From an optimization exercise on the open Yosys and OpenROAD flow, aimed at small area; shortcuts taken in it are not production practice. No driver is modelled on the clock port, so clocking that relies on it looks cheaper here than on a real chip. Power figures rest on the tool's default switching activity, not on a simulated workload.

## mch_codec
module mch_codec
(
    input   btnl,  
    input   clk,   
    input   btnr,  
    input   btnd,  
    input   [15:0] sw,
    input   rxsd,
    output  reg txsd,
    output  [6:0] seg,
    output  dp,
    output  [3:0] an,
    output  reg [15:0] led
);
Size in the first run: ~400 cells after synthesis, about 50 I/O pins.
==> module debounce, before the edit <==
module debounce(
    input  btnl,
    input  clk,
    input  stb,      
    input  ph2,      
    input  btn,
    output fire
    );
reg       btn0, btn1, key, rose;
reg [4:0] btn_cnt;
localparam [4:0] C29 = 5'd24, C30 = 5'd16;
assign fire = rose & ph2;
always @(posedge clk or posedge btnl)
begin
    if (btnl)
        begin
            btn0 <= 0;  btn1 <= 0;  btn_cnt <= 0;  key <= 0;
        end
    else if (stb)
        begin
            btn0 <= btn;  btn1 <= btn0;
            if (btn0 ^ btn1)
                btn_cnt <= 0;
            else if (btn_cnt != C30)
                btn_cnt <= {btn_cnt[3:0], ~(btn_cnt[4] ^ btn_cnt[2])};
            if (btn_cnt == C29)
                key <= btn1;
        end
end
always @(posedge clk)
    if (stb)
        rose <= (btn_cnt == C29) & btn1 & ~key;
endmodule
==> module mch_codec, before the edit <==
module mch_codec
(
    input   btnl,  
    input   clk,   
    input   btnr,  
    input   btnd,  
    input   [15:0] sw,
    input   rxsd,
    output  reg txsd,
    output  [6:0] seg,
    output  dp,
    output  [3:0] an,
    output  reg [15:0] led
);
assign seg = 7'b1111111;
assign dp  = 1'b0;
reg [4:0] q25p;
reg [1:0] q4p;
localparam [4:0] L0 = 5'd0, L1 = 5'd1, L21 = 5'd22, L22 = 5'd13, L23 = 5'd26, L24 = 5'd20;
wire p99 = (q4p == 2'd3) & (q25p == L24);
wire stb = (q4p == 2'd3) & (q25p == L22);
always @(posedge clk or posedge btnl)
    if (btnl)
        begin q25p <= L21;  q4p <= 2'd3; end
    else if (q25p == L24)
        begin q25p <= L0;  q4p <= q4p + 2'd1; end
    else
        q25p <= {q25p[3:0], ~(q25p[4] ^ q25p[2])};
wire start, lsel_tg;
debounce u_debounce0 (.btnl(btnl), .clk(clk), .stb(stb), .ph2(p99), .btn(btnr), .fire(start));
debounce u_debounce1 (.btnl(btnl), .clk(clk), .stb(stb), .ph2(p99), .btn(btnd), .fire(lsel_tg));
reg lsel;
assign an = {lsel, ~lsel, ~lsel, lsel};
always @(posedge clk or posedge btnl)
    if (btnl)
        lsel <= 1'b0;
    else if (lsel_tg)
        lsel <= ~lsel;
reg [6:0] u;
always @(posedge clk or posedge btnl)
    if (btnl)
        u <= 127;
    else if (start)
        u <= 4;
    else if (p99)
        u <= (u < 83) ? u + 1'b1 : 7'd127;
reg [3:0] nib;
reg       sbit;
wire      lt   = (nib < 10);
wire [3:0] low = lt ? nib : nib + 4'd7;
wire      cap  = (q4p == 3) & (q25p == L23) & (u[2:0] == 3'd6);
always @(posedge clk)
    if (cap)
        begin
            sbit <= low[0];
            case (u[4:3])
            2'd3: nib <= sw[15:12];
            2'd0: nib <= sw[11:8];
            2'd1: nib <= sw[7:4];
            default: nib <= sw[3:0];
            endcase
        end
wire [2:0] j = u[2:0];
reg        cbit;
always @*
    case (j)
    3'd0: cbit = 1'b0;
    3'd1: cbit = ~lt;
    3'd2: cbit = lt;
    3'd3: cbit = lt;
    3'd4: cbit = low[3];
    3'd5: cbit = low[2];
    3'd6: cbit = low[1];
    default: cbit = sbit;
    endcase
reg bbit;
always @*
    if (u < 24)         bbit = ~u[1];             
    else if (u < 32)    bbit = (j == 3'd5);       
    else if (u < 64)    bbit = cbit;              
    else                bbit = ~u[1];             
wire sdo = bbit ^ ~q4p[1];
always @(posedge clk or posedge btnl)
    if (btnl)
        txsd <= 1;
    else if ((q25p == L1) & q4p[0])
        begin
            if (u < 16)         txsd <= u[1];
            else if (u < 72)    txsd <= sdo;
            else if (u < 84)    txsd <= ~u[1];
            else                txsd <= 1'b1;
        end
reg       rd0, rd1, rxing;
reg       chi;
reg [4:0] clo;
reg       pl0, pl1;
reg [7:0] acnt;
reg       bad;         
reg  [6:0] tpd;                  
wire [7:0] rbyte = {tpd, ~rd0};   
wire rR = pl0 & ~pl1;
wire rF = pl1 & ~pl0;
always @(posedge clk or posedge btnl)
    if (btnl)
        begin rd0 <= 1;  rd1 <= 1; end
    else
        begin rd0 <= rxsd;  rd1 <= rd0; end
always @(posedge clk or posedge btnl)
    if (btnl)
        begin rxing <= 0;  chi <= 1; end
    else if (~rxing & rd1 & ~rd0)
        begin rxing <= 1;  chi <= 0; end
    else if (rxing)
        begin
            if (rd0 ^ rd1)
                chi <= 0;
            else if (clo == L24)
                chi <= ~chi;
            if (acnt == 170)    rxing <= 0;
        end
    else
        chi <= 1;
always @(posedge clk)
    if (~rxing | (rd0 ^ rd1) | (clo == L24))
        clo <= L0;
    else
        clo <= {clo[3:0], ~(clo[4] ^ clo[2])};
always @(posedge clk)
    begin pl0 <= chi;  pl1 <= pl0; end
always @(posedge clk)
    if (~rxing)
        acnt <= 0;
    else if (rR)                 
        acnt <= acnt + 1'b1;
always @(posedge clk)
    if (~rxing)
        bad <= 0;
    else if (rR & (((acnt < 24) & (rd0 != acnt[2])) | ((acnt == 8'd38) & (rbyte != 8'hcc))))
        bad <= 1;
reg [3:0] d0, d1, d2, d3;
reg [3:0] v;
reg       x0, x1, cm;
reg [3:0] nb0, nb1, nb2, nb3;
wire       dig   = (rbyte[7:4] == 4'h3) & (rbyte[3:0] < 10);
wire       alp   = (rbyte[7:4] == 4'h4) & (rbyte[3:0] > 0) & (rbyte[3:0] < 7);
wire       rvld  = dig | alp;
wire [3:0] rdec  = rbyte[6] ? rbyte[3:0] + 4'd9 : rbyte[3:0];    
always @(posedge clk)
    if (rR)
        begin
            if (~acnt[0])
                tpd <= rbyte[6:0];
            if (~acnt[7] & (acnt[3:0] == 4'd6))
                case (acnt[5:4])
                2'd0: begin d0 <= rdec;  v[0] <= rvld; end
                2'd1: begin d1 <= rdec;  v[1] <= rvld; end
                2'd2: begin d2 <= rdec;  v[2] <= rvld; end
                2'd3: begin d3 <= rdec;  v[3] <= rvld; end
                endcase
        end
always @(posedge clk or posedge btnl)
    if (btnl)
        begin x0 <= 1;  x1 <= 1;  cm <= 0; end
    else
        begin
            x0 <= pl1;  x1 <= x0;
            cm <= x1 & ~x0 & (acnt == 8'd142) & ~bad;
        end
always @(posedge clk or posedge btnl)
    if (btnl)
        begin nb0 <= 0;  nb1 <= 0;  nb2 <= 0;  nb3 <= 0; end
    else if (cm)
        begin
            if (v[0]) nb0 <= d0;
            if (v[1]) nb1 <= d1;
            if (v[2]) nb2 <= d2;
            if (v[3]) nb3 <= d3;
        end
always @(posedge clk or posedge btnl)
    if (btnl)
        led <= 0;
    else if (lsel == 0)
        led <= sw;
    else
        led <= {nb0, nb1, nb2, nb3};
endmodule
Settings: LEC_CHECK=0, CAP_MARGIN=20, CORE_MARGIN=2, CORE_UTILIZATION=50, SLEW_MARGIN=20; clock period 10.0 ns.
standard.sh (not shown) runs the stock make flow with config.mk's settings and CLKGATE_MAP_FILE= SYNTH_SCRIPT=/design/flow/synth_recipe.tcl, a recipe that flattens the netlist after the stock synthesis.
==> flow/flow/run.sh <==
#!/bin/bash
# Layout = the standard ORFS flow (standard.sh), with these changes:
#  - synthesis maps logic with an area-oriented ABC script (flow/area.abc,
#    a 60 s &deepsyn AIG optimization, then area-oriented &nf mapping);
#    the synthesis script is otherwise the standard flow's own (synth_recipe.tcl);
#  - ports are buffered with the smallest buffer (buf_1);
#  - CTS inserts no dummy loads, uses clkbuf_4 under a clkbuf_16 root;
#  - tie cells are not split per load;
#  - after CTS, fix_clk.tcl sizes each clock buffer to the smallest clkbuf
#    that keeps the slew at its loads under CLK_SLEW_TARGET.
# Each tool's output goes to its own log file in this folder.
set -euo pipefail
W=$PWD
{ head -n 1 synth_recipe.tcl; cat flow/abc_area.tcl; tail -n +2 synth_recipe.tcl; } > area_synth.tcl
sed "s#SYNTH_SCRIPT=[^ ]*#SYNTH_SCRIPT=$W/area_synth.tcl#" standard.sh > area_standard.sh
grep -q "SYNTH_SCRIPT=$W/area_synth.tcl" area_standard.sh
export AREA_ABC_SCRIPT=$W/flow/area.abc
export BUFFER_PORTS_ARGS="-buffer_cell sky130_fd_sc_hd__buf_1"
export CTS_ARGS="-sink_clustering_enable -repair_clock_nets -root_buf sky130_fd_sc_hd__clkbuf_16 -buf_list sky130_fd_sc_hd__clkbuf_4 -dont_use_dummy_load"
export SKIP_REPAIR_TIE_FANOUT=1
bash area_standard.sh cts > flow_to_cts.log 2>&1
RES_DIR=orfs/results/sky130hd/mch_codec/base CLK_SLEW_TARGET=0.1 \
  openroad -no_init -exit flow/fix_clk.tcl > fix_clk.log 2>&1
bash area_standard.sh > flow_finish.log 2>&1
Other scripts of this flow, unchanged in this note and not shown: flow/flow/abc_area.tcl, flow/flow/area.abc, flow/flow/fix_clk.tcl
Edit:
--- a/flow/design.v
+++ b/flow/design.v
@@ -7,13 +7,15 @@
     output fire
     );
-reg       btn0, btn1, key, rose;
+reg       btn0, btn1, key;
 reg [4:0] btn_cnt;
-localparam [4:0] C29 = 5'd24, C30 = 5'd16;
-assign fire = rose & ph2;
+localparam [4:0] C0 = 5'd0, C1 = 5'd1, C29 = 5'd24, C30 = 5'd16, CS = 5'd31;
+wire c30 = (btn_cnt == C30);
+wire cs  = (btn_cnt == CS);
+assign fire = ph2 & ~key & ((c30 & btn1) | (cs & ~btn1));
 always @(posedge clk or posedge btnl)
 begin
     if (btnl)
         begin
-            btn0 <= 0;  btn1 <= 0;  btn_cnt <= 0;  key <= 0;
+            btn0 <= 0;  btn1 <= 0;  btn_cnt <= C0;
         end
     else if (stb)
@@ -21,14 +23,16 @@
             btn0 <= btn;  btn1 <= btn0;
             if (btn0 ^ btn1)
-                btn_cnt <= 0;
-            else if (btn_cnt != C30)
+                btn_cnt <= (btn_cnt == C29) ? CS : C0;
+            else if (cs)
+                btn_cnt <= C1;
+            else if (~c30)
                 btn_cnt <= {btn_cnt[3:0], ~(btn_cnt[4] ^ btn_cnt[2])};
-            if (btn_cnt == C29)
-                key <= btn1;
         end
 end
-always @(posedge clk)
-    if (stb)
-        rose <= (btn_cnt == C29) & btn1 & ~key;
+always @(posedge clk or posedge btnl)
+    if (btnl)
+        key <= 0;
+    else if (ph2 & (c30 | cs))
+        key <= btn1 ^ cs;
 endmodule
 module mch_codec
@@ -82,14 +86,16 @@
 wire      lt   = (nib < 10);
 wire [3:0] low = lt ? nib : nib + 4'd7;
-wire      cap  = (q4p == 3) & (q25p == L23) & (u[2:0] == 3'd6);
+wire      cap  = (q4p == 3) & (q25p == L23) & (u[2:0] == 3'd6) &
+                 (u[6:3] >= 4'd3) & (u[6:3] <= 4'd7);
 always @(posedge clk)
     if (cap)
         begin
             sbit <= low[0];
-            case (u[4:3])
-            2'd3: nib <= sw[15:12];
-            2'd0: nib <= sw[11:8];
-            2'd1: nib <= sw[7:4];
-            default: nib <= sw[3:0];
+            case (u[5:3])
+            3'd3: nib <= sw[15:12];
+            3'd4: nib <= sw[11:8];
+            3'd5: nib <= sw[7:4];
+            3'd6: nib <= sw[3:0];
+            default: ;
             endcase
         end
@@ -164,5 +170,5 @@
     if (~rxing)
         acnt <= 0;
-    else if (rR)                 
+    else if (rR & (acnt < 170))
         acnt <= acnt + 1'b1;
 always @(posedge clk)
@@ -178,5 +184,5 @@
 wire       alp   = (rbyte[7:4] == 4'h4) & (rbyte[3:0] > 0) & (rbyte[3:0] < 7);
 wire       rvld  = dig | alp;
-wire [3:0] rdec  = rbyte[6] ? rbyte[3:0] + 4'd9 : rbyte[3:0];    
+wire [3:0] rdec  = dig ? rbyte[3:0] : rbyte[3:0] + 4'd9;
 always @(posedge clk)
     if (rR)
@@ -184,11 +190,8 @@
             if (~acnt[0])
                 tpd <= rbyte[6:0];
-            if (~acnt[7] & (acnt[3:0] == 4'd6))
-                case (acnt[5:4])
-                2'd0: begin d0 <= rdec;  v[0] <= rvld; end
-                2'd1: begin d1 <= rdec;  v[1] <= rvld; end
-                2'd2: begin d2 <= rdec;  v[2] <= rvld; end
-                2'd3: begin d3 <= rdec;  v[3] <= rvld; end
-                endcase
+            if (acnt == 8'd70)  begin d0 <= rdec;  v[0] <= rvld; end
+            if (acnt == 8'd86)  begin d1 <= rdec;  v[1] <= rvld; end
+            if (acnt == 8'd102) begin d2 <= rdec;  v[2] <= rvld; end
+            if (acnt == 8'd118) begin d3 <= rdec;  v[3] <= rvld; end
         end
 always @(posedge clk or posedge btnl)
Critical path depth does not change. Design area rises by 1.7%. Sequential power rises by about 0.8%. Clock-buffer cell count is unchanged. Total power rises by 1.3%. Synthesized cell count rises by 9.3%. Combinational power rises by 16%. Wire length rises by 1.1%. Sequential cell count falls by 2. Die area rises by 1.7%. Via count rises by 7.7%. Hold slack gets worse by 31 ps. Setup slack gets better by 460 ps. Final cell count rises by 6.4%.
Function was not checked in any run of this note: the RTL went through the layout flow alone.

-- what the ideal ports hide --
No port has a modelled driver above. Below, the same layouts with a new extraction and two added sets of constraints. Step 1: set_driving_cell puts a clkbuf_16 on clk and a buf_2 on each other input, an assumption about the parent block. Step 2 also shifts input and output timing later by t, the mid clock arrival at the registers, as if the neighbouring blocks saw the same clock. a / b / c = ideal ports / drivers / drivers and shift; a / b = the first two.
| run | t (ns) | setup slack, ns | worst hold slack (ns) | worst setup path at the end | worst slew at a driven data input, ns |
|---|---|---|---|---|---|
| the first run | 0.367 | 6.416 / 6.382 / 6.749 | 0.318 / 0.318 / 0.318 | register to output | 0.03 |
| the second run | 0.359 | 6.872 / 6.837 / 7.181 | 0.287 / 0.287 / 0.287 | input, reset recovery | 0.04 |
After both steps setup and hold are still met in every run listed. Setup slack includes reset recovery checks.
